What follows belongs to an exercise in optimizing a design on an open flow for small area and a short achievable clock period; a production flow would make more cautious choices.
RTL that was checked went through simulation tests only; none was proved equivalent to the original.
The RTL of runs 1 and 2 was laid out without a check of its function.
Power figures rest on the tool's default switching activity, not on a simulated workload.

==> flow/design.v <==
module ml_demodulator_lane #(parameter LANE = 0) (
    input             clk,
    input             bwe,         
    input             rb,          
    input             sen,         
    input      [1:0]  sk,          
    input      [1:0]  sp,          
    input      [12:0] eo,          
    input      [10:0] t_s, t_c,    
    input      [10:0] dpos, dneg,  
    input      [1:0]  sel_j,       
    output reg [5:0]  s_out,
    output     [10:0] p1,
    output     [7:0]  s1
);
    wire e_l4 = eo[12], e_c1 = eo[11], e_c2 = eo[10], e_c3 = eo[9], e_c4 = eo[8], e_c5 = eo[7];
    wire e_d1 = eo[6], e_d2 = eo[5], e_d3 = eo[4], e_mrg = eo[3], e_cb = eo[2], e_it = eo[1], e_c31 = eo[0];
    reg  [10:0] s_temp [0:3];
    reg  [10:0] min_PED_1st, min_PED_2nd, min_PED_3rd, min_PED_temp, min_PED_temp2;
    reg  [1:0]  d1_76, d2_76, d3_76;
    reg  [3:0]  d1_h, d2_h, d3_h, dt_h, dt2_h;      
    reg         d1_0, d2_0, d3_0, dt_0, dt2_0;      
    wire [7:0]  s_fianl_1st   = {d1_76, d1_h, LANE[0], d1_0};
    wire [7:0]  s_fianl_2nd   = {d2_76, d2_h, LANE[0], d2_0};
    wire [7:0]  s_fianl_3rd   = {d3_76, d3_h, LANE[0], d3_0};
    wire [7:0]  s_final_temp  = {2'b00, dt_h, LANE[0], dt_0};
    wire [7:0]  s_final_temp2 = {2'b00, dt2_h, LANE[0], dt2_0};
    assign p1 = min_PED_1st;
    assign s1 = s_fianl_1st;
    always @(*) begin
        case (sel_j)
            2'd0: s_out = s_fianl_1st[5:0];
            2'd1: s_out = s_fianl_2nd[5:0];
            default: s_out = s_fianl_3rd[5:0];
        endcase
    end
    reg [10:0] b_s, b_c;
    always @(posedge clk) if (bwe) begin b_s <= t_s; b_c <= t_c; end
    wire [10:0] rx = rb ? dneg : dpos;
    wire [10:0] e  = b_s + b_c + ~rx + 11'd1;
    reg  [10:0] er;
    always @(posedge clk) er <= e;
    wire [9:0]  u = er[9:0];
    wire [19:0] sq_diag;
    genvar gi;
    generate
        for (gi = 0; gi < 10; gi = gi + 1) begin : g_diag
            assign sq_diag[2*gi] = u[gi];
            assign sq_diag[2*gi+1] = (gi == 5) ? er[10] : 1'b0;    
        end
    endgenerate
    wire [19:0] sq_r0 = ({10'd0, u[9:1] & {9{u[0]}}} << 2);
    wire [19:0] sq_r1 = ({10'd0, u[9:2] & {8{u[1]}}} << 4);
    wire [19:0] sq_r2 = ({10'd0, u[9:3] & {7{u[2]}}} << 6);
    wire [19:0] sq_r3 = ({10'd0, u[9:4] & {6{u[3]}}} << 8);
    wire [19:0] sq_r4 = ({10'd0, u[9:5] & {5{u[4]}}} << 10);
    wire [19:0] sq_r5 = ({10'd0, u[9:6] & {4{u[5]}}} << 12);
    wire [19:0] sq_r6 = ({10'd0, u[9:7] & {3{u[6]}}} << 14);
    wire [19:0] sq_r7 = ({10'd0, u[9:8] & {2{u[7]}}} << 16);
    wire [19:0] sq_r8 = ({10'd0, u[9:9] & {1{u[8]}}} << 18);
    wire [19:0] sq_sg = er[10] ? {~u[8:0], 11'd0} : 20'd0;
    wire [19:0] sqt_s1 = sq_diag ^ sq_r0 ^ sq_r1;
    wire [19:0] sqt_m1 = (sq_diag & sq_r0) | (sq_diag & sq_r1) | (sq_r0 & sq_r1);
    wire [19:0] sqt_c1 = {sqt_m1[18:0], 1'b0};
    wire [19:0] sqt_s2 = sq_r2 ^ sq_r3 ^ sq_r4;
    wire [19:0] sqt_m2 = (sq_r2 & sq_r3) | (sq_r2 & sq_r4) | (sq_r3 & sq_r4);
    wire [19:0] sqt_c2 = {sqt_m2[18:0], 1'b0};
    wire [19:0] sqt_s3 = sq_r5 ^ sq_r6 ^ sq_r7;
    wire [19:0] sqt_m3 = (sq_r5 & sq_r6) | (sq_r5 & sq_r7) | (sq_r6 & sq_r7);
    wire [19:0] sqt_c3 = {sqt_m3[18:0], 1'b0};
    wire [19:0] sqt_s4 = sqt_s1 ^ sqt_c1 ^ sqt_s2;
    wire [19:0] sqt_m4 = (sqt_s1 & sqt_c1) | (sqt_s1 & sqt_s2) | (sqt_c1 & sqt_s2);
    wire [19:0] sqt_c4 = {sqt_m4[18:0], 1'b0};
    wire [19:0] sqt_s5 = sqt_c2 ^ sqt_s3 ^ sqt_c3;
    wire [19:0] sqt_m5 = (sqt_c2 & sqt_s3) | (sqt_c2 & sqt_c3) | (sqt_s3 & sqt_c3);
    wire [19:0] sqt_c5 = {sqt_m5[18:0], 1'b0};
    wire [19:0] sqt_s6 = sqt_s4 ^ sqt_c4 ^ sqt_s5;
    wire [19:0] sqt_m6 = (sqt_s4 & sqt_c4) | (sqt_s4 & sqt_s5) | (sqt_c4 & sqt_s5);
    wire [19:0] sqt_c6 = {sqt_m6[18:0], 1'b0};
    wire [19:0] sqt_s7 = sqt_c5 ^ sq_r8 ^ sq_sg;
    wire [19:0] sqt_m7 = (sqt_c5 & sq_r8) | (sqt_c5 & sq_sg) | (sq_r8 & sq_sg);
    wire [19:0] sqt_c7 = {sqt_m7[18:0], 1'b0};
    wire [19:0] sqt_s8 = sqt_s6 ^ sqt_c6 ^ sqt_s7;
    wire [19:0] sqt_m8 = (sqt_s6 & sqt_c6) | (sqt_s6 & sqt_s7) | (sqt_c6 & sqt_s7);
    wire [19:0] sqt_c8 = {sqt_m8[18:0], 1'b0};
    wire [19:0] sqt_s9 = sqt_s8 ^ sqt_c8 ^ sqt_c7;
    wire [19:0] sqt_m9 = (sqt_s8 & sqt_c8) | (sqt_s8 & sqt_c7) | (sqt_c8 & sqt_c7);
    wire [19:0] sqt_c9 = {sqt_m9[18:0], 1'b0};
    wire [9:0] sq_lo = {1'b0, sqt_s9[8:0]} + {1'b0, sqt_c9[8:0]};
    reg  [10:0] q_s, q_c;
    reg         q_ci;
    always @(posedge clk) begin
        q_s  <= sqt_s9[19:9];
        q_c  <= sqt_c9[19:9];
        q_ci <= sq_lo[9];
    end
    reg  [10:0] pa;
    always @(*) begin
        case (sp)
            2'd0: pa = 11'd0;
            2'd1: pa = min_PED_1st;
            2'd2: pa = min_PED_2nd;
            default: pa = min_PED_3rd;
        endcase
    end
    wire [10:0] a1 = sk[1] ? (sk[0] ? s_temp[1] : s_temp[0]) : pa;
    wire [10:0] a2 = sk[0] ? s_temp[3] : s_temp[2];
    wire [10:0] x1s = a1 ^ q_s ^ q_c;
    wire [10:0] x1m = (a1 & q_s) | (a1 & q_c) | (q_s & q_c);
    wire [10:0] x2s = a2 ^ q_s ^ q_c;
    wire [10:0] x2m = (a2 & q_s) | (a2 & q_c) | (q_s & q_c);
    wire [10:0] o1 = x1s + {x1m[9:0], 1'b0} + {10'd0, q_ci};
    wire [10:0] o2 = x2s + {x2m[9:0], 1'b0} + {10'd0, q_ci};
    always @(posedge clk) if (sen) begin
        case (sk)
            2'd0: begin s_temp[0] <= o1; s_temp[1] <= o1; end
            2'd1: begin s_temp[2] <= o1; s_temp[3] <= o1; end
            2'd2: begin s_temp[0] <= o1; s_temp[2] <= o2; end
            default: begin s_temp[1] <= o1; s_temp[3] <= o2; end
        endcase
    end
    wire        mIT = e_it;
    wire        mCB = e_cb;
    wire        mrg = e_mrg;
    wire [10:0] mC = mIT ? min_PED_temp : min_PED_3rd;
    wire [10:0] mT = mCB ? min_PED_temp : min_PED_temp2;
    wire [10:0] k0 = mrg ? min_PED_1st : s_temp[0];
    wire [10:0] k1 = mrg ? min_PED_2nd : s_temp[1];
    wire [10:0] k2 = mrg ? mC : s_temp[2];
    wire [10:0] k3 = mrg ? mT : s_temp[3];
    wire lt01 = k0 < k1, lt02 = k0 < k2, lt03 = k0 < k3;
    wire lt12 = k1 < k2, lt13 = k1 < k3, lt23 = k2 < k3;
    wire eq01 = k0 == k1, eq02 = k0 == k2, eq03 = k0 == k3;
    wire eq12 = k1 == k2, eq13 = k1 == k3, eq23 = k2 == k3;
    wire lt10 = ~lt01 & ~eq01, lt20 = ~lt02 & ~eq02, lt30 = ~lt03 & ~eq03;
    wire lt21 = ~lt12 & ~eq12, lt31 = ~lt13 & ~eq13, lt32 = ~lt23 & ~eq23;
    reg [1:0] C1_1st, C1_3rd, C1_temp;
    always @(*) begin
        C1_1st = 2'd0; C1_3rd = 2'd0; C1_temp = 2'd0;
        if(lt01 && lt02 && lt03)
        begin
        C1_1st = 2'd0;
        if(lt13 && lt23)
        begin
        C1_3rd = 2'd1;
        C1_temp = 2'd2;
        end
        else if(lt12 && lt32)
        begin
        C1_3rd = 2'd1;
        C1_temp = 2'd3;
        end
        else
        begin
        C1_3rd = 2'd2;
        C1_temp = 2'd3;
        end
        end
        else if(lt10 && lt12 && lt13)
        begin
        C1_1st = 2'd1;
        if(lt03 && lt23)
        begin
        C1_3rd = 2'd0;
        C1_temp = 2'd2;
        end
        else if(lt02 && lt32)
        begin
        C1_3rd = 2'd0;
        C1_temp = 2'd3;
        end
        else
        begin
        C1_3rd = 2'd2;
        C1_temp = 2'd3;
        end
        end
        else if(lt20 && lt21 && lt23)
        begin
        C1_1st = 2'd2;
        if(lt03 && lt13)
        begin
        C1_3rd = 2'd0;
        C1_temp = 2'd1;
        end
        else if(lt10 && lt03)
        begin
        C1_3rd = 2'd1;
        C1_temp = 2'd3;
        end
        else
        begin
        C1_3rd = 2'd0;
        C1_temp = 2'd3;
        end
        end
        else
        begin
        C1_1st = 2'd3;
        if(lt02 && lt12)
        begin
        C1_3rd = 2'd0;
        C1_temp = 2'd1;
        end
        else if(lt01 && lt21)
        begin
        C1_3rd = 2'd0;
        C1_temp = 2'd2;
        end
        else
        begin
        C1_3rd = 2'd2;
        C1_temp = 2'd1;
        end
        end
    end
    reg [1:0] C2_2nd, C2_temp2;
    always @(*) begin
        C2_2nd = 2'd0; C2_temp2 = 2'd0;
        if(lt01 && lt02 && lt03)
        begin
        C2_2nd = 2'd0;
        if(lt12 && lt13)
        begin
        C2_temp2 = 2'd1;
        end
        else if(lt21 && lt23)
        begin
        C2_temp2 = 2'd2;
        end
        else
        begin
        C2_temp2 = 2'd3;
        end
        end
        else if(lt10 && lt12 && lt13)
        begin
        C2_2nd = 2'd1;
        if(lt02 && lt03)
        begin
        C2_temp2 = 2'd0;
        end
        else if(lt20 && lt23)
        begin
        C2_temp2 = 2'd2;
        end
        else
        begin
        C2_temp2 = 2'd3;
        end
        end
        else if(lt20 && lt21 && lt23)
        begin
        C2_2nd = 2'd2;
        if(lt01 && lt03)
        begin
        C2_temp2 = 2'd0;
        end
        else if(lt10 && lt13)
        begin
        C2_temp2 = 2'd1;
        end
        else
        begin
        C2_temp2 = 2'd3;
        end
        end
        else
        begin
        C2_2nd = 2'd3;
        if(lt01 && lt02)
        begin
        C2_temp2 = 2'd0;
        end
        else if(lt10 && lt12)
        begin
        C2_temp2 = 2'd1;
        end
        else
        begin
        C2_temp2 = 2'd2;
        end
        end
    end
    reg [1:0] C3_1st, C3_temp;
    always @(*) begin
        C3_1st = 2'd0; C3_temp = 2'd0;
        if(lt01 && lt02 && lt03)
        begin
        C3_1st = 2'd0;
        if(lt12 && lt13)
        begin
        C3_temp = 2'd1;
        end
        else if(lt21 && lt23)
        begin
        C3_temp = 2'd2;
        end
        else
        begin
        C3_temp = 2'd3;
        end
        end
        else if(lt10 && lt12 && lt13)
        begin
        C3_1st = 2'd1;
        if(lt02 && lt03)
        begin
        C3_temp = 2'd0;
        end
        else if(lt20 && lt23)
        begin
        C3_temp = 2'd2;
        end
        else
        begin
        C3_temp = 2'd3;
        end
        end
        else if(lt20 && lt21 && lt23)
        begin
        C3_1st = 2'd2;
        if(lt01 && lt03)
        begin
        C3_temp = 2'd0;
        end
        else if(lt10 && lt13)
        begin
        C3_temp = 2'd1;
        end
        else
        begin
        C3_temp = 2'd3;
        end
        end
        else
        begin
        C3_1st = 2'd3;
        if(lt01 && lt02)
        begin
        C3_temp = 2'd0;
        end
        else if(lt10 && lt12)
        begin
        C3_temp = 2'd1;
        end
        else
        begin
        C3_temp = 2'd2;
        end
        end
    end
    reg [1:0] C4_2nd, C4_temp2;
    always @(*) begin
        C4_2nd = 2'd0; C4_temp2 = 2'd0;
        if(lt01 && lt02 && lt03)
        begin
        C4_2nd = 2'd0;
        if(lt12 && lt13)
        begin
        C4_temp2 = 2'd1;
        end
        else if(lt21 && lt23)
        begin
        C4_temp2 = 2'd2;
        end
        else
        begin
        C4_temp2 = 2'd3;
        end
        end
        else if(lt10 && lt12 && lt13)
        begin
        C4_2nd = 2'd1;
        if(lt02 && lt03)
        begin
        C4_temp2 = 2'd0;
        end
        else if(lt20 && lt23)
        begin
        C4_temp2 = 2'd2;
        end
        else
        begin
        C4_temp2 = 2'd3;
        end
        end
        else if(lt20 && lt21 && lt23)
        begin
        C4_2nd = 2'd2;
        if(lt01 && lt03)
        begin
        C4_temp2 = 2'd0;
        end
        else if(lt10 && lt13)
        begin
        C4_temp2 = 2'd1;
        end
        else
        begin
        C4_temp2 = 2'd3;
        end
        end
        else
        begin
        C4_2nd = 2'd3;
        if(lt01 && lt02)
        begin
        C4_temp2 = 2'd0;
        end
        else if(lt10 && lt12)
        begin
        C4_temp2 = 2'd1;
        end
        else
        begin
        C4_temp2 = 2'd2;
        end
        end
    end
    reg [1:0] C5_3rd, C5_temp2;
    always @(*) begin
        C5_3rd = 2'd0; C5_temp2 = 2'd0;
        if(lt01 && lt02 && lt03)
        begin
        C5_3rd = 2'd0;
        if(lt12 && lt13)
        begin
        C5_temp2 = 2'd1;
        end
        else if(lt21 && lt23)
        begin
        C5_temp2 = 2'd2;
        end
        else
        begin
        C5_temp2 = 2'd3;
        end
        end
        else if(lt10 && lt12 && lt13)
        begin
        C5_3rd = 2'd1;
        if(lt02 && lt03)
        begin
        C5_temp2 = 2'd0;
        end
        else if(lt20 && lt23)
        begin
        C5_temp2 = 2'd2;
        end
        else
        begin
        C5_temp2 = 2'd3;
        end
        end
        else if(lt20 && lt21 && lt23)
        begin
        C5_3rd = 2'd2;
        if(lt01 && lt03)
        begin
        C5_temp2 = 2'd0;
        end
        else if(lt10 && lt13)
        begin
        C5_temp2 = 2'd1;
        end
        else
        begin
        C5_temp2 = 2'd3;
        end
        end
        else
        begin
        C5_3rd = 2'd3;
        if(lt01 && lt02)
        begin
        C5_temp2 = 2'd0;
        end
        else if(lt10 && lt12)
        begin
        C5_temp2 = 2'd1;
        end
        else
        begin
        C5_temp2 = 2'd2;
        end
        end
    end
    reg [1:0] D1_1st;
    always @(*) begin
        D1_1st = 2'd0;
        if(lt01 && lt02 && lt03)
        begin
        D1_1st = 2'd0;
        end
        else if(lt10 && lt12 && lt13)
        begin
        D1_1st = 2'd1;
        end
        else if(lt20 && lt21 && lt23)
        begin
        D1_1st = 2'd2;
        end
        else
        begin
        D1_1st = 2'd3;
        end
    end
    reg [1:0] D2_2nd;
    always @(*) begin
        D2_2nd = 2'd0;
        if(lt01 && lt02 && lt03)
        begin
        D2_2nd = 2'd0;
        end
        else if(lt10 && lt12 && lt13)
        begin
        D2_2nd = 2'd1;
        end
        else if(lt20 && lt21 && lt23)
        begin
        D2_2nd = 2'd2;
        end
        else
        begin
        D2_2nd = 2'd3;
        end
    end
    reg [1:0] D3_3rd;
    always @(*) begin
        D3_3rd = 2'd0;
        if(lt01 && lt02 && lt03)
        begin
        D3_3rd = 2'd0;
        end
        else if(lt10 && lt12 && lt13)
        begin
        D3_3rd = 2'd1;
        end
        else if(lt20 && lt21 && lt23)
        begin
        D3_3rd = 2'd2;
        end
        else
        begin
        D3_3rd = 2'd3;
        end
    end
    wire [1:0] iM  = e_l4 ? (LANE ? 2'd2 : 2'd0) : C1_1st;
    wire [1:0] iX2 = e_l4 ? (LANE ? 2'd3 : 2'd1) : (e_c1 ? C1_3rd : C2_temp2);
    wire [1:0] iX3 = C1_temp;
    wire       ps1 = e_c1 | e_c3 | e_d1;
    wire       ps2 = e_c2 | e_c4 | e_d2;
    wire [4:0] par = ps1 ? {d1_h, d1_0} : (ps2 ? {d2_h, d2_0} : {d3_h, d3_0});
    wire       f32 = e_c1 | e_c2;        
    wire [10:0] vM  = s_temp[iM];
    wire [10:0] vX2 = s_temp[iX2];
    wire [10:0] vX3 = s_temp[iX3];
    wire [4:0]  nM  = f32 ? {par[4:3], iM,  par[0]} : {iM,  par[2:1], par[0]};
    wire [4:0]  nX2 = f32 ? {par[4:3], iX2, par[0]} : {iX2, par[2:1], par[0]};
    wire [4:0]  nX3 = {par[4:3], iX3, par[0]};
    wire [4:0]  mS = mCB ? {dt_h, dt_0} : {dt2_h, dt2_0};
    wire gAB = lt10, gAC = lt20, gBA = lt01, gBC = lt21, gCA = lt02, gCB = lt12;
    wire amax = gAB & gAC, bmax = gBA & gBC, cmax = gCA & gCB;
    wire repA = amax & lt30;
    wire repB = ~amax & bmax & lt31;
    wire repC = ~amax & ~bmax & cmax & lt32;
    wire c31a = gAB & gCB;            
    wire c31b = ~c31a & gAC & gBC;    
    wire mg   = e_mrg & ~e_c31;
    wire rA   = mg & repA, rB = mg & repB, rC3 = mg & repC & ~mIT, rCT = mg & repC & mIT;
    wire c3a  = e_c31 & c31a, c3b = e_c31 & c31b;
    wire p1m  = e_l4 | e_c1 | e_c3 | e_d1;
    wire p2m  = e_c2 | e_c4 | e_d2;
    wire p3m  = e_c5 | e_d3;
    wire s1n  = e_c1 | e_c3;
    wire s2n  = e_c2 | e_c4;
    wire t2x  = e_c2 | e_c4 | e_c5;
    wire en1  = p1m | rA | c3a | c3b;
    wire en2  = p2m | e_l4 | rB;
    wire en3  = p3m | e_c1 | rC3;
    wire enT  = e_c1 | e_c3 | rCT;
    wire [10:0] nP1 = ({11{p1m}} & vM) | ({11{rA}} & mT) | ({11{c3a}} & min_PED_2nd) | ({11{c3b}} & min_PED_3rd);
    wire [10:0] nP2 = ({11{p2m}} & vM) | ({11{e_l4}} & vX2) | ({11{rB}} & mT);
    wire [10:0] nP3 = ({11{p3m}} & vM) | ({11{e_c1}} & vX2) | ({11{rC3}} & mT);
    wire [10:0] nPT = ({11{e_c1}} & vX3) | ({11{e_c3}} & vX2) | ({11{rCT}} & mT);
    wire [4:0]  nS1 = ({5{s1n}} & nM) | ({5{rA}} & mS) | ({5{c3a}} & {d2_h, d2_0}) | ({5{c3b}} & {d3_h, d3_0});
    wire [4:0]  nS2 = ({5{s2n}} & nM) | ({5{e_l4}} & 5'b00001) | ({5{rB}} & mS);
    wire [4:0]  nS3 = ({5{e_c5}} & nM) | ({5{e_c1}} & nX2) | ({5{rC3}} & mS);
    wire [4:0]  nST = ({5{e_c1}} & nX3) | ({5{e_c3}} & nX2) | ({5{rCT}} & mS);
    wire [1:0]  n76 = ({2{e_d1}} & iM) | ({2{c3a}} & d2_76) | ({2{c3b}} & d3_76);
    always @(posedge clk) begin
        if (en1) min_PED_1st <= nP1;
        if (en2) min_PED_2nd <= nP2;
        if (en3) min_PED_3rd <= nP3;
        if (enT) min_PED_temp <= nPT;
        if (t2x) min_PED_temp2 <= vX2;
        if (e_l4 | s1n | rA | c3a | c3b) {d1_h, d1_0} <= nS1;
        if (e_l4 | s2n | rB) {d2_h, d2_0} <= nS2;
        if (e_c5 | e_c1 | rC3) {d3_h, d3_0} <= nS3;
        if (enT) {dt_h, dt_0} <= nST;
        if (t2x) {dt2_h, dt2_0} <= nX2;
        if (e_d1 | c3a | c3b) d1_76 <= n76;
        if (e_d2) d2_76 <= iM;
        if (e_d3) d3_76 <= iM;
    end
endmodule
module ml_demodulator(
    i_clk,
    i_reset,
    i_trig,
    i_y_hat,
    i_r,
    i_rd_rdy,
    o_rd_vld,
    o_llr,
    o_hard_bit
);
    input i_clk;
    input i_reset;
    input i_trig;
    input [159:0] i_y_hat;
    input [319:0] i_r;
    input i_rd_rdy;
    output o_rd_vld;
    output [7:0] o_llr;
    output o_hard_bit;
    reg [10:0] y4i, y4r, y3i, y3r, y2i, y2r, y1i, y1r;
    reg [10:0] ch [0:15];
    wire       ch_sh = (k_slot != 3'd0);
    integer ci;
    always @(posedge i_clk) begin
        if (i_trig) begin
        ch[0] <= i_r[319:309];    
        ch[1] <= i_r[279:269];    
        ch[2] <= i_r[299:289];    
        ch[3] <= i_r[179:169];    
        ch[4] <= i_r[239:229];    
        ch[5] <= i_r[259:249];    
        ch[6] <= i_r[139:129];    
        ch[7] <= i_r[159:149];    
        ch[8] <= i_r[79:69];    
        ch[9] <= i_r[39:29];    
        ch[10] <= i_r[59:49];    
        ch[11] <= i_r[199:189];    
        ch[12] <= i_r[219:209];    
        ch[13] <= i_r[99:89];    
        ch[14] <= i_r[119:109];    
        ch[15] <= i_r[19:9];    
        end else if (ch_sh) begin
            for (ci = 0; ci < 15; ci = ci + 1) ch[ci] <= ch[ci + 1];
        end
    end
    reg       busy;
    reg [5:0] cyc;
    always @(posedge i_clk or posedge i_reset) begin
        if (i_reset) begin
            busy <= 1'b0;
            cyc  <= 6'd0;
        end else if (i_trig) begin
            busy <= 1'b1;
            cyc  <= 6'd0;
        end else if (busy) begin
            cyc  <= cyc + 6'd1;
            if (cyc == 6'd57) busy <= 1'b0;
        end
    end
    reg [30-1:0] cw_next, cw;
    always @(*) begin
        cw_next = 30'h300000;
        if (busy) begin
            case (cyc)
            6'd0: cw_next = 30'h2400000;
            6'd1: cw_next = 30'h1780000;
            6'd2: cw_next = 30'h3040000;
            6'd3: cw_next = 30'hd0000;
            6'd4: cw_next = 30'h10360000;
            6'd5: cw_next = 30'h12070000;
            6'd6: cw_next = 30'h11182000;
            6'd7: cw_next = 30'h13044000;
            6'd8: cw_next = 30'h141d4000;
            6'd9: cw_next = 30'h16064000;
            6'd10: cw_next = 30'h151f4000;
            6'd11: cw_next = 30'h17049000;
            6'd12: cw_next = 30'h4d8000;
            6'd13: cw_next = 30'h668000;
            6'd14: cw_next = 30'h878000;
            6'd15: cw_next = 30'ha00800;
            6'd16: cw_next = 30'h200010;
            6'd17: cw_next = 30'h18;
            6'd18: cw_next = 30'h0;
            6'd19: cw_next = 30'h20100000;
            6'd20: cw_next = 30'h22c00000;
            6'd21: cw_next = 30'h21f80000;
            6'd22: cw_next = 30'h23044000;
            6'd23: cw_next = 30'h241d4000;
            6'd24: cw_next = 30'h26064000;
            6'd25: cw_next = 30'h251f4000;
            6'd26: cw_next = 30'h27048400;
            6'd27: cw_next = 30'h281d8000;
            6'd28: cw_next = 30'h2a068000;
            6'd29: cw_next = 30'h291f8000;
            6'd30: cw_next = 30'h2b04c200;
            6'd31: cw_next = 30'h4dc014;
            6'd32: cw_next = 30'h66c014;
            6'd33: cw_next = 30'h87c014;
            6'd34: cw_next = 30'ha00100;
            6'd35: cw_next = 30'h200010;
            6'd36: cw_next = 30'h18;
            6'd37: cw_next = 30'h0;
            6'd38: cw_next = 30'h30100000;
            6'd39: cw_next = 30'h32000000;
            6'd40: cw_next = 30'h31180000;
            6'd41: cw_next = 30'h33044000;
            6'd42: cw_next = 30'h341d4000;
            6'd43: cw_next = 30'h36064000;
            6'd44: cw_next = 30'h351f4000;
            6'd45: cw_next = 30'h37048080;
            6'd46: cw_next = 30'h381d8000;
            6'd47: cw_next = 30'h3a068000;
            6'd48: cw_next = 30'h391f8000;
            6'd49: cw_next = 30'h3b04c040;
            6'd50: cw_next = 30'hdc000;
            6'd51: cw_next = 30'h6c000;
            6'd52: cw_next = 30'h7c000;
            6'd53: cw_next = 30'h20;
            6'd54: cw_next = 30'h12;
            6'd55: cw_next = 30'h0;
            6'd56: cw_next = 30'h1;
            6'd57: cw_next = 30'h300000;
                default: cw_next = 30'h300000;
            endcase
        end
    end
    always @(posedge i_clk) cw <= cw_next;
    wire [1:0] k_lay = cw[29:28];
    wire [1:0] k_j = cw[27:26];
    wire [0:0] k_lane = cw[25:25];
    wire [0:0] k_part = cw[24:24];
    wire [2:0] k_slot = cw[23:21];
    wire [0:0] k_bwe = cw[20:20];
    wire [0:0] k_rb = cw[19:19];
    wire [0:0] k_sen = cw[18:18];
    wire [1:0] k_sk = cw[17:16];
    wire [1:0] k_sp = cw[15:14];
    wire [12:0] k_eo = cw[13:1];
    wire [0:0] k_fin = cw[0:0];
    reg [19:0] cwp;     
    always @(posedge i_clk) cwp <= {k_bwe, k_rb, k_sen, k_sk, k_sp, k_eo};
    wire [10:0] cx = ch[0];
    wire [10:0] cx1 = {cx[10], cx[10:1]};
    wire [10:0] cx3 = {{3{cx[10]}}, cx[10:3]};
    wire [10:0] cx4 = {{4{cx[10]}}, cx[10:4]};
    wire [10:0] cpos = cx1 + cx3 + cx4;
    wire [1:0]  ccor = {1'b0, ~cx[0]} + {1'b0, ~|cx[2:0]} + {1'b0, ~|cx[3:0]};
    wire        cmin = (cx == 11'h400);
    wire [10:0] cneg = cmin ? cpos : (~cx1 + ~cx3 + ~cx4 + {9'd0, ccor});
    reg [10:0] dP, dN, f1rP, f1rN, f1iP, f1iN, f3rP, f3rN, f3iP, f3iN;
    always @(posedge i_clk) begin
        case (k_slot)
            3'd1: begin dP   <= cpos; dN   <= cneg; end
            3'd2: begin f1rP <= cpos; f1rN <= cneg; end
            3'd3: begin f1iP <= cpos; f1iN <= cneg; end
            3'd6: begin f3rP <= cpos; f3rN <= cneg; end
            3'd7: begin f3iP <= cpos; f3iN <= cneg; end
            default: ;
        endcase
    end
    always @(posedge i_clk) begin
        if (i_trig) begin
            y4i <= i_y_hat[159:149]; y4r <= i_y_hat[139:129];
            y3i <= i_y_hat[119:109]; y3r <= i_y_hat[ 99: 89];
            y2i <= i_y_hat[ 79: 69]; y2r <= i_y_hat[ 59: 49];
            y1i <= i_y_hat[ 39: 29]; y1r <= i_y_hat[ 19:  9];
        end else begin
            if (k_slot == 3'd4) begin y4r <= cpos; y3r <= cneg; end
            if (k_slot == 3'd5) begin y4i <= cpos; y3i <= cneg; end
        end
    end
    wire [10:0] f2rP = y4r, f2iP = y4i, f2rN = y3r, f2iN = y3i;
    reg [5:0] tf2_next, tf2;
    always @(*) begin
        tf2_next = 6'h2;
        if (busy) begin
            case (cyc)
                6'd0: tf2_next = 6'h1;
                6'd1: tf2_next = 6'h3;
                6'd2: tf2_next = 6'h0;
                6'd3: tf2_next = 6'h10;
                6'd4: tf2_next = 6'h12;
                6'd5: tf2_next = 6'h11;
                6'd6: tf2_next = 6'h13;
                6'd7: tf2_next = 6'h14;
                6'd8: tf2_next = 6'h16;
                6'd9: tf2_next = 6'h15;
                6'd10: tf2_next = 6'h17;
                6'd11: tf2_next = 6'h0;
                6'd12: tf2_next = 6'h0;
                6'd13: tf2_next = 6'h0;
                6'd14: tf2_next = 6'h0;
                6'd15: tf2_next = 6'h0;
                6'd16: tf2_next = 6'h0;
                6'd17: tf2_next = 6'h0;
                6'd18: tf2_next = 6'h20;
                6'd19: tf2_next = 6'h22;
                6'd20: tf2_next = 6'h21;
                6'd21: tf2_next = 6'h23;
                6'd22: tf2_next = 6'h24;
                6'd23: tf2_next = 6'h26;
                6'd24: tf2_next = 6'h25;
                6'd25: tf2_next = 6'h27;
                6'd26: tf2_next = 6'h28;
                6'd27: tf2_next = 6'h2a;
                6'd28: tf2_next = 6'h29;
                6'd29: tf2_next = 6'h2b;
                6'd30: tf2_next = 6'h0;
                6'd31: tf2_next = 6'h0;
                6'd32: tf2_next = 6'h0;
                6'd33: tf2_next = 6'h0;
                6'd34: tf2_next = 6'h0;
                6'd35: tf2_next = 6'h0;
                6'd36: tf2_next = 6'h0;
                6'd37: tf2_next = 6'h30;
                6'd38: tf2_next = 6'h32;
                6'd39: tf2_next = 6'h31;
                6'd40: tf2_next = 6'h33;
                6'd41: tf2_next = 6'h34;
                6'd42: tf2_next = 6'h36;
                6'd43: tf2_next = 6'h35;
                6'd44: tf2_next = 6'h37;
                6'd45: tf2_next = 6'h38;
                6'd46: tf2_next = 6'h3a;
                6'd47: tf2_next = 6'h39;
                6'd48: tf2_next = 6'h3b;
                6'd49: tf2_next = 6'h0;
                6'd50: tf2_next = 6'h0;
                6'd51: tf2_next = 6'h0;
                6'd52: tf2_next = 6'h0;
                6'd53: tf2_next = 6'h0;
                6'd54: tf2_next = 6'h0;
                6'd55: tf2_next = 6'h0;
                6'd56: tf2_next = 6'h0;
                6'd57: tf2_next = 6'h2;
                default: tf2_next = 6'h2;
            endcase
        end
    end
    always @(posedge i_clk) tf2 <= tf2_next;
    wire [1:0] n_lay = tf2[5:4];
    wire [1:0] n_j = tf2[3:2];
    wire       n_lane = tf2[1];
    wire       n_part = tf2[0];
    wire [5:0] s_n, s_p;
    wire [5:0] ns = (n_lay == 2'd1) ? {4'd0, n_lane, n_j[0]} : (n_lane ? s_p : s_n);
    wire ng1 = (n_lay != 2'd0), ng2 = n_lay[1], ng3 = (n_lay == 2'd3);
    reg  a1s, b1s, a2s, b2s, a3s, b3s, g1, g2, g3;
    always @(posedge i_clk) begin
        a1s <= n_part ? ns[0] : ns[1];
        b1s <= n_part ? ns[1] : ns[0];
        a2s <= n_part ? ns[2] : ns[3];
        b2s <= n_part ? ns[3] : ns[2];
        a3s <= n_part ? ns[4] : ns[5];
        b3s <= n_part ? ns[5] : ns[4];
        g1 <= ng1; g2 <= ng2; g3 <= ng3;
    end
    wire [10:0] va1 = {11{g1}} & (a1s ? f1rN : f1rP);
    wire [10:0] vb1 = {11{g1}} & (b1s ? f1iN : f1iP);
    wire [10:0] va2 = {11{g2}} & (a2s ? f2rN : f2rP);
    wire [10:0] vb2 = {11{g2}} & (b2s ? f2iN : f2iP);
    wire [10:0] va3 = {11{g3}} & (a3s ? f3rN : f3rP);
    wire [10:0] vb3 = {11{g3}} & (b3s ? f3iN : f3iP);
    reg  [10:0] t_y;
    always @(*) begin
        case ({k_lay, k_part})
            3'b000: t_y = y4r; 3'b001: t_y = y4i;
            3'b010: t_y = y3r; 3'b011: t_y = y3i;
            3'b100: t_y = y2r; 3'b101: t_y = y2i;
            3'b110: t_y = y1r; default: t_y = y1i;
        endcase
    end
    wire [10:0] t_a1 = ~va1, t_a2 = ~va2, t_a3 = ~va3;
    wire [10:0] t_b1 = k_part ? ~vb1 : vb1;
    wire [10:0] t_b2 = k_part ? ~vb2 : vb2;
    wire [10:0] t_b3 = k_part ? ~vb3 : vb3;
    wire [10:0] t_k  = k_part ? 11'd6 : 11'd3;
    wire [10:0] trt_s10 = t_y ^ t_a1 ^ t_a2;
    wire [10:0] trt_m10 = (t_y & t_a1) | (t_y & t_a2) | (t_a1 & t_a2);
    wire [10:0] trt_c10 = {trt_m10[9:0], 1'b0};
    wire [10:0] trt_s11 = t_a3 ^ t_b1 ^ t_b2;
    wire [10:0] trt_m11 = (t_a3 & t_b1) | (t_a3 & t_b2) | (t_b1 & t_b2);
    wire [10:0] trt_c11 = {trt_m11[9:0], 1'b0};
    wire [10:0] trt_s12 = trt_s10 ^ trt_c10 ^ trt_s11;
    wire [10:0] trt_m12 = (trt_s10 & trt_c10) | (trt_s10 & trt_s11) | (trt_c10 & trt_s11);
    wire [10:0] trt_c12 = {trt_m12[9:0], 1'b0};
    wire [10:0] trt_s13 = trt_c11 ^ t_b3 ^ t_k;
    wire [10:0] trt_m13 = (trt_c11 & t_b3) | (trt_c11 & t_k) | (t_b3 & t_k);
    wire [10:0] trt_c13 = {trt_m13[9:0], 1'b0};
    wire [10:0] trt_s14 = trt_s12 ^ trt_c12 ^ trt_s13;
    wire [10:0] trt_m14 = (trt_s12 & trt_c12) | (trt_s12 & trt_s13) | (trt_c12 & trt_s13);
    wire [10:0] trt_c14 = {trt_m14[9:0], 1'b0};
    wire [10:0] trt_s15 = trt_s14 ^ trt_c14 ^ trt_c13;
    wire [10:0] trt_m15 = (trt_s14 & trt_c14) | (trt_s14 & trt_c13) | (trt_c14 & trt_c13);
    wire [10:0] trt_c15 = {trt_m15[9:0], 1'b0};
    wire [10:0] p1_n, p1_p;
    wire [7:0]  s1_n, s1_p;
    ml_demodulator_lane #(.LANE(0)) lane_n (
        .clk(i_clk), .bwe(k_bwe & ~k_lane), .rb(k_rb), .sen(k_sen), .sk(k_sk), .sp(k_sp), .eo(k_eo),
        .t_s(trt_s15), .t_c(trt_c15), .dpos(dP), .dneg(dN),
        .sel_j(n_j), .s_out(s_n), .p1(p1_n), .s1(s1_n));
    ml_demodulator_lane #(.LANE(1)) lane_p (
        .clk(i_clk), .bwe(cwp[19] & k_lane), .rb(cwp[18]), .sen(cwp[17]), .sk(cwp[16:15]), .sp(cwp[14:13]), .eo(cwp[12:0]),
        .t_s(trt_s15), .t_c(trt_c15), .dpos(dP), .dneg(dN),
        .sel_j(n_j), .s_out(s_p), .p1(p1_p), .s1(s1_p));
    wire        fin  = busy & k_fin;
    wire        win  = (p1_n < p1_p);
    wire [7:0]  w_m  = win ? p1_n[8:1] : p1_p[8:1];
    wire [7:0]  w_s  = win ? s1_n : s1_p;
    reg  [7:0]  q_m [0:14];
    reg  [7:0]  q_sb [0:14];
    reg  [3:0]  wp, rp, cnt;
    reg  [2:0]  oi;
    reg         vld, pnd;
    reg  [7:0]  llr;
    wire        full = (cnt == 4'd15);
    wire        wr   = (fin | pnd) & ~full;
    always @(posedge i_clk) if (wr) begin
        q_m[wp]  <= w_m;
        q_sb[wp] <= w_s;
    end
    wire [7:0] h_m  = q_m[rp];
    wire [7:0] h_s  = q_sb[rp];
    wire       h_b  = h_s[~oi];
    wire [7:0] h_l  = h_b ? (h_m - 8'h7f) : (8'h7f - h_m);
    wire       free = ~vld | i_rd_rdy;
    wire       avail = (cnt != 4'd0);
    wire       pop  = free & avail;
    wire       done = pop & (oi == 3'd7);
    always @(posedge i_clk or posedge i_reset) begin
        if (i_reset) begin
            wp <= 4'd0; rp <= 4'd0; cnt <= 4'd0; oi <= 3'd0; vld <= 1'b0; pnd <= 1'b0;
        end else begin
            if (wr) wp <= (wp == 4'd14) ? 4'd0 : wp + 4'd1;
            if (done) rp <= (rp == 4'd14) ? 4'd0 : rp + 4'd1;
            cnt <= cnt + {3'd0, wr} - {3'd0, done};
            pnd <= (fin | pnd) & full;
            if (pop) oi <= oi + 3'd1;
            if (free) vld <= avail;
        end
    end
    always @(posedge i_clk) if (pop) llr <= h_l;
    assign o_rd_vld   = vld;
    assign o_llr      = llr;
    assign o_hard_bit = llr[7];
endmodule
==> flow/flow/run.sh <==
#!/bin/bash
set -euo pipefail
cd "$(dirname "$0")/.."
bash standard.sh synth > flow_synth.log 2>&1
bash standard.sh SETUP_SLACK_MARGIN=7.5 finish > flow_layout.log 2>&1
==> flow/standard.sh <==
#!/bin/bash
# synth_recipe.tcl (not shown) runs the flow's synth.tcl, then flattens the netlist and writes it again
# the make line also repeats each setting of config.mk as NAME=value (left out here)
make -C /OpenROAD-flow-scripts/flow DESIGN_CONFIG=/design/flow/config.mk WORK_HOME=/design/flow/orfs CLKGATE_MAP_FILE= SYNTH_SCRIPT=/design/flow/synth_recipe.tcl "${@:-finish}"
==> flow/config.mk <==
export PLATFORM = sky130hd
export DESIGN_NAME = ml_demodulator
export DESIGN_NICKNAME = ml_demodulator
export VERILOG_FILES = /design/flow/design.v
export SDC_FILE = /design/flow/constraint.sdc
export NUM_CORES = 8
export LEC_CHECK = 0
export ABC_CLOCK_PERIOD_IN_PS = 3000
export CAP_MARGIN = 20
export CORE_MARGIN = 2
export CORE_UTILIZATION = 40
export SETUP_SLACK_MARGIN = 5
export SLEW_MARGIN = 20
==> flow/constraint.sdc <==
create_clock -name core_clock -period 11.0 [get_ports {i_clk}]
set_input_delay 2.2000 -clock core_clock [delete_from_list [all_inputs] [get_ports {i_clk}]]
set_output_delay 2.2000 -clock core_clock [all_outputs]
set_load 0.01 [all_outputs]
==> results of run 1 <==
## cells by family after synthesis
family	after synthesis
XOR/XNOR	138
AO/OA/AOI/OAI	942
multiplexers	677
buffers and inverters	668
adder cells (fa/ha/maj)	541
flip-flops	1077
AND/OR/NAND/NOR	968
## cell usage after synthesis, types with 28 or more instances
library cell / n / area [um2]
buf_1: 28 / 105
nand2_1: 322 / 1210
xnor2_1: 112 / 981
edfxtp_1: 922 / 27700
a21o_1: 79 / 593
nor3_1: 29 / 145
nor2b_1: 76 / 475
fa_1: 184 / 3680
inv_1: 419 / 1570
clkbuf_1: 190 / 713
mux2i_1: 239 / 2390
dfxtp_1: 131 / 2620
a221o_1: 28 / 280
ha_1: 357 / 4470
a22oi_1: 34 / 255
a211oi_1: 33 / 248
o221ai_1: 68 / 596
o211ai_1: 34 / 255
nand3_1: 63 / 315
nand2b_1: 29 / 181
and2_1: 98 / 613
o21ai_0: 223 / 1120
nor2_1: 215 / 807
nand4_1: 29 / 181
mux4_2: 75 / 1690
mux2_2: 360 / 4050
a21oi_1: 196 / 981
## layout by cell type, fill, tap and decap left out, types with 70 or more instances in the layout
cell type,count
edfxtp_1,922
inv_1,385
mux2_2,318
ha_1,310
nand2_1,303
buf_4,293
clkdlybuf4s50_1,265
nor2_1,167
mux2i_1,159
fa_1,156
o21ai_0,125
clkbuf_16,125
a21oi_1,121
buf_6,119
dfxtp_1,117
xnor2_1,95
and2_1,93
mux4_2,75
mux2i_4,70
## worst max path at each step
stage	from	end	slack, ns	depth (start not counted)
3_3_place_gp	cw[3]	lane_n.min_PED_temp[10]	4.69	14
5_1_grt	cwp[3]	lane_p.min_PED_temp[7]	6.39	18
3_5_place_dp	cw[3]	lane_n.min_PED_temp[1]	4.63	14
2_1_floorplan	cw[3]	lane_n.min_PED_temp[0]	6.88	17
6_report	cwp[3]	lane_p.min_PED_temp[7]	6.44	18
4_1_cts	cw[3]	lane_n.min_PED_temp[1]	6.69	15
## repair_timing
| action | CTS | global route |
|---|---|---|
| pin swaps | 201 | 206 |
| endpoints found under the setup margin | 690 | 536 |
| resized for setup | 813 | 386 |
| hold endpoints to repair | 0 | 0 |
| buffers inserted | 268 | 124 |
| gates cloned | 43 | 10 |
## stage by stage
step / std cells / utilization, %
after CTS: 7707 / 50.8
after detailed placement: 7174 / 43.9
final: 7852 / 52.8
after floorplan: 5011 / -
after global placement: 7174 / 43.9
after global routing: 7843 / 52.8
## flip-flops by register name (all words and copies together), names as in the netlist, 20 cells and up
register and cells:
ch 176, cw 28, cwp 20, lane_n.s_temp 44, lane_p.s_temp 44, q_m 120, q_sb 120
## power by group
part	total (uW)	internal, uW	switching, uW
Combinational	13000	6140	6820
Sequential	6220	5650	571
Clock	4230	2470	1760
## cell type report
class,count,share of cell area (%)
inverters,423,1.97
well taps,2044,3.14
flip-flops and latches,1077,38.0
clock inverters,78,1.29
clock buffers,144,3.80
repair buffers,788,10.3
diodes,9,0.0276
multi-input cells,3289,41.5
## worst register-to-register path, stage by stage, from the launching register on
cell      delay (ns)
dfxtp_4         0.39
buf_12          0.17
buf_12          0.13
buf_16          0.12
mux2_4          0.35
ha_4            0.29
nand4_1         0.22
a211oi_4        0.35
a2111o_1        0.24
buf_6           0.13
nand4_1         0.11
or3_1           0.39
a21oi_2         0.24
a31oi_4         0.13
buf_12          0.17
buf_16          0.17
mux2i_1         0.22
mux2i_2         0.14
a221o_1         0.35
## layer usage
| layer | wire length, um | part of all wire, % | GRT usage [%] |
|---|---|---|---|
| met4 | 11900 | 6.1 | 11.0 |
| met5 | 178 | 0.091 | 0 |
| met3 | 18900 | 9.6 | 5.84 |
| met1 | 73100 | 37 | 28.8 |
| met2 | 91900 | 47 | 39.2 |
==> impl_metrics.ini, run 1 <==
[synth]
avgSynthCellArea_um2 = 12.4
synth_xor_area_share_pct = 1.94
synth_mux_area_share_pct = 13.1
yosys.area_share.adder_pct = 13.1
yosysWarnings = 6
ys.flop_type = edfxtp_1
ys_types = 94
async_flop_share_pct = 2.23
synth_edf_count = 922
syn_area_um2 = 62300
synth_top_family_by_area = multiplexers
ys_seq_area_share_pct = 49.6
syn_inst = 5011
yosys.area_share.simple_pct = 7.60
ys_ff_latch = 1077
synth-compound-area-share_pct = 10.5
synth_nets = 6036

[clock_network]
cts_max_level = 3
clock_sinks = 1077
clock-root-buffer = clkbuf_16
postCtsHoldBufs = 0
numCtsBuffers = 117
clk_pin_slew_ns = 0.07
clock_latency_ns = 0.78
cts_tree = yes
clk_path_buf_depth = 3

[detailed_routing]
dr.pass1.iters = 6
routed_via_density = 5.77
vias = 45300
routedWlPerCell_um = 25.0
drtIter0Drc = 4364
wirelength_um = 196000
drc = 0
ant_nets = 0

[global_route]
grt-ovfl-total = 0
gr-usage-all-layers_pct = 23.6
antenna_found_initial = 20
first_global_vias = 45300
grt_start_max_net_pins = 87
grt_pass1_wl_um = 282000

[setup_path]
worstReg2RegStart = cwp[3]
critical_path.n_buffers_inverters = 6
r2r_cells = 18
crit_fanout = 6
cp_slowest_cell = dfxtp_4
cp-start-kind = flip-flop
critical_path.most_common_cell = buf_12
r2r_setup_slack_ns = 6.44
cp_data_required_time_ns = 11.46
slowest_delay_ns = 0.39
arrival_ns = 5.03
critPathTopFamily = compound AO/OA/AOI/OAI gates
path_cells = buf_12, buf_12, buf_16, mux2_4, ha_4, nand4_1, a211oi_4, a2111o_1, buf_6, nand4_1, or3_1, a21oi_2, a31oi_4, buf_12, buf_16, mux2i_1, mux2i_2, a221o_1
critical_path_class = reg -> reg
r2r_end = lane_p.min_PED_temp[7]
worst_setup_path_end_kind = flip-flop

[sta]
fin_skew_ns = 0.0776
setup_violations = 0
max-slew-margin-rel_pct = 5.36
fin_crit_ns = 4.56
holdWs_ns = 0.394
fmax_mhz = 219
fin_crit_sh_pct = 41.5
tightest_slew_ns = 1.41
grt_setup_unrepaired = true
slew_violations = 0
hold_viol = 0
finalWorstSetupSlack_ns = 6.44
fin_setup_tns_ns = 0

[die]
dieArea_um2 = 159000
core_area_um2 = 154000
io_pins = 494
die_w_um = 399
num_rows = 144
initial_core_util_pct = 40.3
die-height_um = 399

[placed_design]
gp_congestion = 0.933
place_ws_ns = 4.63
port_buffers = 277
hpwlAfterDp_um = 123000
place_area_um2 = 67800

[cells_and_area]
nFillCells = 12800
regArea_um2 = 31000
drive_gt1_share_pct = 32.4
area_growth_pct = 31.0
multiInputGateArea_um2 = 33800
nNetsFinal = 6721
fin_area_um2 = 81600

[power]
ir_worst_vdd_mv = 0.205
total_power_uw = 23400
power_density_nw_per_um2 = 287
p_leak_uw = 0.0307

[hold_path]
hold_depth = 0
holdCritStartpoint = tf2[5]
hold_path.class = reg -> reg
hold_path_end = g2

[outcome]
status = finished clean

[run]
drv_cap = 0
==> inputs of run 2 (changes only) <==
--- a/flow/design.v
+++ b/flow/design.v
@@ -630,7 +630,7 @@
     wire       ch_sh = (k_slot != 3'd0);
     integer ci;
     always @(posedge i_clk) begin
-        if (i_trig) begin
+        if (~busy) begin
         ch[0] <= i_r[319:309];    
         ch[1] <= i_r[279:269];    
         ch[2] <= i_r[299:289];    
@@ -767,7 +767,7 @@
         endcase
     end
     always @(posedge i_clk) begin
-        if (i_trig) begin
+        if (~busy) begin
             y4i <= i_y_hat[159:149]; y4r <= i_y_hat[139:129];
             y3i <= i_y_hat[119:109]; y3r <= i_y_hat[ 99: 89];
             y2i <= i_y_hat[ 79: 69]; y2r <= i_y_hat[ 59: 49];
==> run 2 against run 1 <==
  * Sequential share of layout area shrank 0.42 points
  * Wire length grew 0.46%
  * Hold slack lost 0.045 ns
  * Cell count grew 1.2%
  * Die area shrank 0.14%
  * Critical path depth shrank 2
  * First-iteration DRC count grew 4.1%
  * Synthesized area shrank 0.14%
  * Critical path type unchanged
  * Largest cell class unchanged
  * Largest power group unchanged
==> impl_metrics.ini, run 2 <==
[placed_design]
gp_congestion = 0.918
hpwlAfterDp_um = 121000
port_buffers = 277
dp_cells = 7207
place_ws_ns = 4.68

[synth]
ys_ff_latch = 1077
synth_most_common_cell = edfxtp_1
syn_area_um2 = 62200
synth_xor_area_share_pct = 1.79
yosys.area_share.adder_pct = 13.1
synth_top_family_by_area = adder cells
async_flop_share_pct = 2.23
synth_area_leaders = edfxtp_1 45%, ha_1 7.2%, mux2_2 6.5%
synth.top_cell.area_share_pct = 44.5
ys.flop_type = edfxtp_1
avgSynthCellArea_um2 = 12.3
synth_area_leader_cell = edfxtp_1
syn_inst = 5041
yosysWarnings = 6
yosys-top-cells-count = 922 x edfxtp_1, 456 x inv_1, 359 x mux2_2
ys_seq_area_share_pct = 49.7
synth_edf_count = 922
synth_nets = 6066
synth-compound-area-share_pct = 10.3
synth_mux_area_share_pct = 13.1
yosys.area_share.simple_pct = 7.71
ys_types = 91

[detailed_routing]
ant_nets = 0
drtIter0Drc = 4544
wirelength_um = 197000
routed_via_density = 5.79
vias = 46000
drc = 0
routedWlPerCell_um = 24.8
dr.pass1.iters = 9

[clock_network]
numCtsBuffers = 116
clock-root-buffer = clkbuf_16
cts_tree = yes
postCtsHoldBufs = 0
clock_sinks = 1077
clock_latency_ns = 0.77
clk_path_buf_depth = 3
clk_pin_slew_ns = 0.07
cts_max_level = 3

[global_route]
first_global_vias = 46600
grt_start_max_net_pins = 166
grt-ovfl-total = 0
grt_pass1_wl_um = 285000
gr-usage-all-layers_pct = 23.7
antenna_found_initial = 19

[sta]
setup_violations = 0
finalWorstSetupSlack_ns = 6.44
hold_viol = 0
fin_setup_tns_ns = 0
holdWs_ns = 0.349
fin_skew_ns = 0.0832
slew_violations = 0
tightest_slew_ns = 1.37
fin_crit_ns = 4.56
fmax_mhz = 220
grt_setup_unrepaired = true
max-slew-margin-rel_pct = 8.40
fin_crit_sh_pct = 41.4

[die]
num_rows = 144
die-height_um = 398
dieArea_um2 = 159000
io_pins = 494
core_area_um2 = 154000
die_w_um = 398
initial_core_util_pct = 40.3

[setup_path]
path_cells = buf_12, buf_16, nor2_4, a21o_1, ha_1, nand4_1, a211oi_4, a2111oi_4, buf_4, or3_4, a32oi_2, nand2_1, a221o_2, buf_12, mux4_2, a221o_1
cp-start-kind = flip-flop
critical_path.most_common_cell = buf_12
crit_fanout = 11
critical_path_class = reg -> reg
worst_setup_path_end_kind = flip-flop
cp_slowest_cell = dfxtp_4
slowest_delay_ns = 0.49
arrival_ns = 5.06
cp_data_required_time_ns = 11.51

[cells_and_area]
finish.utilization_pct = 53.5
nFillCells = 12600
drive_gt1_share_pct = 33.8
fin_cells = 7949
layout_commonest_cell = edfxtp_1
top_regs = ch (176), q_m (120), q_sb (120)
largest_register_ff_count = 176
area_growth_pct = 32.7
max_flop_register = ch
nNetsFinal = 6820
final_cell_mix = 922 x edfxtp_1, 404 x inv_1, 323 x buf_4

[run]
drv_cap = 0

[power]
p_leak_uw = 0.0316
power_density_nw_per_um2 = 306
ir_worst_vdd_mv = 0.259

[outcome]
status = finished clean

[hold_path]
hold_path.class = reg -> reg
run 2: cell count changes after synthesis, moves of 20 or more:
cell and change:
a22oi_1 -28, o21ai_0 +57, a21oi_1 -52, nor2b_1 +20
inv_1 +37, o21a_1 +25
run 2: worst paths after layout:
kind,startpoint,cells past startpoint,slack [ns],endpoint
max in group asynchronous,i_reset,3,8.78,wp[2]
setup reg to reg,cwp[3],16,6.44,lane_p.min_PED_temp[7]
hold reg to reg,cw[17],0,0.35,cwp[16]
setup / recovery,cwp[3],16,6.44,lane_p.min_PED_temp[7]
min in group asynchronous,i_reset,3,1.84,vld
hold / removal,cw[17],0,0.35,cwp[16]
run 2: cell families (layout without fill, tap and decap cells):
| family | Yosys count | in the layout |
|---|---|---|
| DFF | 1077 | 1077 |
| and+or+nand+nor | 985 | 996 |
| AOI/OAI and AO/OA | 940 | 942 |
| buffers and inverters | 700 | 1543 |
| muxes | 671 | 671 |
| adders and majority gates | 541 | 541 |
| xor gates and xnor gates | 127 | 127 |
| other | 0 | 8 |
run 2: repair_timing:
item                       4_1_cts  5_1_grt
pin swaps                      230      202
gates resized for setup        912      419
buffers inserted               327      138
gates cloned                    38       11
setup endpoints to repair      754      678
run 2: per-layer routing:
layer,up-vias,routed length (um),global-route usage (%)
met3,796,17600,5.01
met1,22600,74200,29.2
li1,20100,-,-
met4,26,12000,11.4
met5,-,178,0
met2,2475,93000,39.5
run 2: power by group:
group | switching [uW] | internal [uW] | total [uW]
combinational | 7700 | 6850 | 14600
clock | 1730 | 2310 | 4050
sequential | 579 | 6070 | 6650
total | 10000 | 15200 | 25200
run 2: layout make-up:
| cell class | instances | area, um2 | share of cell area (%) |
|---|---|---|---|
| clock inverter | 79 | 866 | 1.05 |
| timing repair buffer | 860 | 9320 | 11.3 |
| antenna | 8 | 20.0 | 0.0243 |
| sequential | 1077 | 31000 | 37.5 |
| inverter | 463 | 1810 | 2.19 |
| multi-input combinational | 3277 | 33900 | 41.0 |
| clock buffer | 141 | 3090 | 3.74 |
| tap | 2044 | 2560 | 3.10 |
run 2: worst max-delay path: cells and delay by family (launching register included):
family | cells | cell delay (ns)
multiplexers | 1 | 0.43
AO/OA/AOI/OAI | 6 | 1.66
AND/OR/NAND/NOR | 4 | 0.73
flip-flops | 1 | 0.49
adder cells (fa/ha/maj) | 1 | 0.32
buffers and inverters | 4 | 0.66
run 2: metrics by stage:
| step | instance area (um2) | power [uW] |
|---|---|---|
| floorplan | 63100 | 14000 |
| global placement | 68000 | 16800 |
| detailed placement | 68000 | 17000 |
| CTS | 79200 | 23500 |
| global route | 82500 | 26800 |
| finish | 82500 | 25200 |
==> inputs of run 3 (changes only) <==
--- a/flow/design.v
+++ b/flow/design.v
@@ -119,19 +119,10 @@
             default: begin s_temp[1] <= o1; s_temp[3] <= o2; end
         endcase
     end
-    wire        mIT = e_it;
-    wire        mCB = e_cb;
-    wire        mrg = e_mrg;
-    wire [10:0] mC = mIT ? min_PED_temp : min_PED_3rd;
-    wire [10:0] mT = mCB ? min_PED_temp : min_PED_temp2;
-    wire [10:0] k0 = mrg ? min_PED_1st : s_temp[0];
-    wire [10:0] k1 = mrg ? min_PED_2nd : s_temp[1];
-    wire [10:0] k2 = mrg ? mC : s_temp[2];
-    wire [10:0] k3 = mrg ? mT : s_temp[3];
-    wire lt01 = k0 < k1, lt02 = k0 < k2, lt03 = k0 < k3;
-    wire lt12 = k1 < k2, lt13 = k1 < k3, lt23 = k2 < k3;
-    wire eq01 = k0 == k1, eq02 = k0 == k2, eq03 = k0 == k3;
-    wire eq12 = k1 == k2, eq13 = k1 == k3, eq23 = k2 == k3;
+    wire lt01 = s_temp[0] < s_temp[1], lt02 = s_temp[0] < s_temp[2], lt03 = s_temp[0] < s_temp[3];
+    wire lt12 = s_temp[1] < s_temp[2], lt13 = s_temp[1] < s_temp[3], lt23 = s_temp[2] < s_temp[3];
+    wire eq01 = s_temp[0] == s_temp[1], eq02 = s_temp[0] == s_temp[2], eq03 = s_temp[0] == s_temp[3];
+    wire eq12 = s_temp[1] == s_temp[2], eq13 = s_temp[1] == s_temp[3], eq23 = s_temp[2] == s_temp[3];
     wire lt10 = ~lt01 & ~eq01, lt20 = ~lt02 & ~eq02, lt30 = ~lt03 & ~eq03;
     wire lt21 = ~lt12 & ~eq12, lt31 = ~lt13 & ~eq13, lt32 = ~lt23 & ~eq23;
     reg [1:0] C1_1st, C1_3rd, C1_temp;
@@ -559,12 +550,19 @@
     wire [4:0]  nM  = f32 ? {par[4:3], iM,  par[0]} : {iM,  par[2:1], par[0]};
     wire [4:0]  nX2 = f32 ? {par[4:3], iX2, par[0]} : {iX2, par[2:1], par[0]};
     wire [4:0]  nX3 = {par[4:3], iX3, par[0]};
+    wire        mIT = e_it;
+    wire        mCB = e_cb;
+    wire [10:0] mA = min_PED_1st, mB = min_PED_2nd;
+    wire [10:0] mC = mIT ? min_PED_temp : min_PED_3rd;
+    wire [10:0] mT = mCB ? min_PED_temp : min_PED_temp2;
     wire [4:0]  mS = mCB ? {dt_h, dt_0} : {dt2_h, dt2_0};
-    wire gAB = lt10, gAC = lt20, gBA = lt01, gBC = lt21, gCA = lt02, gCB = lt12;
+    wire gAB = mB < mA, gAC = mC < mA, gBC = mC < mB;
+    wire eAB = mA == mB, eAC = mA == mC, eBC = mB == mC;
+    wire gBA = ~gAB & ~eAB, gCA = ~gAC & ~eAC, gCB = ~gBC & ~eBC;
     wire amax = gAB & gAC, bmax = gBA & gBC, cmax = gCA & gCB;
-    wire repA = amax & lt30;
-    wire repB = ~amax & bmax & lt31;
-    wire repC = ~amax & ~bmax & cmax & lt32;
+    wire repA = amax & (mT < mA);
+    wire repB = ~amax & bmax & (mT < mB);
+    wire repC = ~amax & ~bmax & cmax & (mT < mC);
     wire c31a = gAB & gCB;            
     wire c31b = ~c31a & gAC & gBC;    
     wire mg   = e_mrg & ~e_c31;
==> run 3 against run 2 <==
  * Still clean on timing, DRC and antenna
  * Cell count rose by 3.5%
  * Die area increased by 2.6%
  * Combinational power up 3%
  * Sequential share of layout area grew 0.073 points
  * Register-to-register slack improved by 0.49 ns
  * Via count is 0.94% lower
==> impl_metrics.ini, run 3 <==
[outcome]
status = finished clean

[cells_and_area]
nFillCells = 13400
nNetsFinal = 7192
largest_register_ff_count = 176
layout_commonest_cell = edfxtp_1
area_growth_pct = 29.0
final_cell_mix = 922 x edfxtp_1, 467 x inv_1, 428 x ha_1
drive_gt1_share_pct = 29.9
max_flop_register = ch
top_regs = ch (176), q_m (120), q_sb (120)

[placed_design]
gp_congestion = 0.896
hpwlAfterDp_um = 123000
port_buffers = 277
place_ws_ns = 5.50

[synth]
synth_area_leader_cell = edfxtp_1
synth.top_cell.area_share_pct = 43.4
synth_most_common_cell = edfxtp_1
ys.flop_type = edfxtp_1
syn_inst = 5272
synth_edf_count = 922
ys_seq_area_share_pct = 48.4
ys_types = 94
async_flop_share_pct = 2.23
synth_nets = 6419
yosys-top-cells-count = 922 x edfxtp_1, 536 x inv_1, 479 x ha_1
yosysWarnings = 6
syn_area_um2 = 63800
avgSynthCellArea_um2 = 12.1
ys_ff_latch = 1077
synth_area_leaders = edfxtp_1 43%, ha_1 9.4%, fa_1 5.8%

[sta]
fin_crit_ns = 4.07
fin_crit_sh_pct = 37.0
fmax_mhz = 246
finalWorstSetupSlack_ns = 6.93
holdWs_ns = 0.361
grt_setup_unrepaired = true
fin_skew_ns = 0.0796
slew_violations = 0
setup_violations = 0
tightest_slew_ns = 1.21
max-slew-margin-rel_pct = 19.3
hold_viol = 0
fin_setup_tns_ns = 0

[die]
die_w_um = 403
die-height_um = 403
dieArea_um2 = 163000
initial_core_util_pct = 40.3
io_pins = 494
num_rows = 146
core_area_um2 = 158000

[hold_path]
hold_path.class = reg -> reg
holdCritStartpoint = cw[20]
hold_depth = 0
hold_path_end = cwp[19]

[clock_network]
clock_latency_ns = 0.76
clock-root-buffer = clkbuf_16
cts_max_level = 3
cts_tree = yes
clk_path_buf_depth = 3
clock_sinks = 1077
numCtsBuffers = 121
clk_pin_slew_ns = 0.06
postCtsHoldBufs = 0

[power]
p_int_uw = 15600
ir_worst_vdd_mv = 0.230
power.share.clock_pct = 15.9
switchingPower_uw = 10200
comb_power_share_pct = 58.3
p_leak_uw = 0.0323
pwr-share-seq_pct = 25.8
p_sw_share_pct = 39.6
power_density_nw_per_um2 = 314

[setup_path]
worstReg2RegStart = lane_p.s_temp[2][10]
r2r_setup_slack_ns = 6.93
cp-start-kind = flip-flop
r2r_cells = 13
r2r_end = lane_p.min_PED_temp[1]
crit_fanout = 6
arrival_ns = 4.48
critical_path_class = reg -> reg
cp_data_required_time_ns = 11.42
worst_setup_path_end_kind = flip-flop

[global_route]
top_usage_layer = met2
first_global_vias = 45800
antenna_found_initial = 13
grt-ovfl-total = 0
use_met3_pct = 4.34
gr-usage-met1_pct = 28.7
gr-usage-all-layers_pct = 21.7
grt_util_met2_pct = 36.1
grt_pass1_wl_um = 274000
grt_start_max_net_pins = 89

[detailed_routing]
vias = 45600
dr.pass1.iters = 7
drtIter0Drc = 3926
routed_via_density = 5.54
routedWlPerCell_um = 22.4
drc = 0
wirelength_um = 184000
ant_nets = 0

[run]
drv_cap = 0
run 3: cell type report:
cell class	count	area, um2	area share (%)
clock inverter	73	807	0.980
inverter	541	2090	2.53
sequential	1077	31000	37.6
antenna	3	7.51	0.00912
multi-input combinational	3449	34100	41.5
timing repair buffer	855	8450	10.3
tap	2072	2590	3.15
clock buffer	155	3280	3.99
run 3: how the worst max path moves through the flow:
stage | start | to | slack (ns) | depth (start not counted)
after floorplan | i_rd_rdy | cnt[1] | 7.22 | 10
final | lane_p.s_temp[2][10] | lane_p.min_PED_temp[1] | 6.93 | 13
after global routing | lane_n.s_temp[2][6] | lane_n.min_PED_temp[0] | 6.86 | 14
after detailed placement | lane_n.s_temp[2][10] | lane_n.min_PED_temp[1] | 5.50 | 12
after CTS | y4i[9] | lane_p.b_s[10] | 7.05 | 14
after global placement | lane_n.s_temp[2][10] | lane_n.min_PED_temp[1] | 5.48 | 12
run 3: per-layer routing:
| layer | part of all wire (%) | vias up |
|---|---|---|
| li1 | - | 20900 |
| met4 | 3.5 | 12 |
| met3 | 7.4 | 412 |
| met1 | 41 | 22500 |
| met2 | 48 | 1767 |
| met5 | 0.043 | - |
run 3: what timing repair did:
item	CTS	global route
buffers inserted	309	167
cloned	20	13
setup endpoints to repair	703	438
pin swaps	180	230
resized for setup	638	408
run 3: cell families after synthesis:
family	share of synthesized area (%)
AND/OR/NAND/NOR	7.62
flip-flops	48.4
XOR/XNOR	1.87
AO/OA/AOI/OAI	10.8
buffers and inverters	4.57
multiplexers	11.5
adder cells (fa/ha/maj)	15.2
run 3: worst max-delay path, stage by stage (launching register included):
cell and delay [ns]:
edfxtp_1 0.49, inv_2 0.13, ha_4 0.29, nand4_1 0.25, a211oi_4 0.41, a2111o_1 0.23, and4_4 0.30, nand3_2 0.08
and3_4 0.18, o21a_1 0.19, a221o_4 0.49, mux4_2 0.49, nand2_2 0.09, o221ai_2 0.10
run 3: metrics by stage:
step           utilization [%]  total power (uW)  instances  area (um2)
6_report                  52.0             25800       8225       82300
5_1_grt                   52.0             27600       8222       82300
4_1_cts                   49.8             24300       8041       78900
3_5_place_dp              43.8             17700       7484       69400
3_3_place_gp              43.8             17400       7483       69300
2_1_floorplan                -             14200       5272       64300
run 3: power groups by stage:
stage	sequential (uW)	clock [uW]	combinational [uW]
floorplan	6490	0	7730
global placement	6820	0	10600
detailed placement	6830	0	10900
CTS	6670	4200	13400
global route	6730	4350	16500
finish	6650	4110	15100

-- separate check: timing with driven ports --
How much do the figures lean on ideal ports? The routed layouts below were timed once more, with nothing changed but the port constraints.
Step 1, drivers: a clkbuf_16 drives i_clk and a buf_2 each remaining input, both assumed.
Step 2 also shifts input and output timing later by t, the mid clock arrival at the registers, as if the neighbouring blocks saw the same clock.
a / b / c = no drivers / after step 1 / after step 2; a / b = the first two.
run | t, ns | setup WS [ns] | cell pins on the clock port's net
run 1 | 0.827 | 6.438 / 6.438 / 6.438 | 1
run 2 | 0.827 | 6.444 / 6.444 / 6.444 | 1
run 3 | 0.816 | 6.934 / 6.934 / 6.859 | 1
After both steps setup and hold are still met in every run listed. For run 3, which loses most, drivers alone change the setup slack by 0.000 ns; drivers and shift together by -0.075 ns.
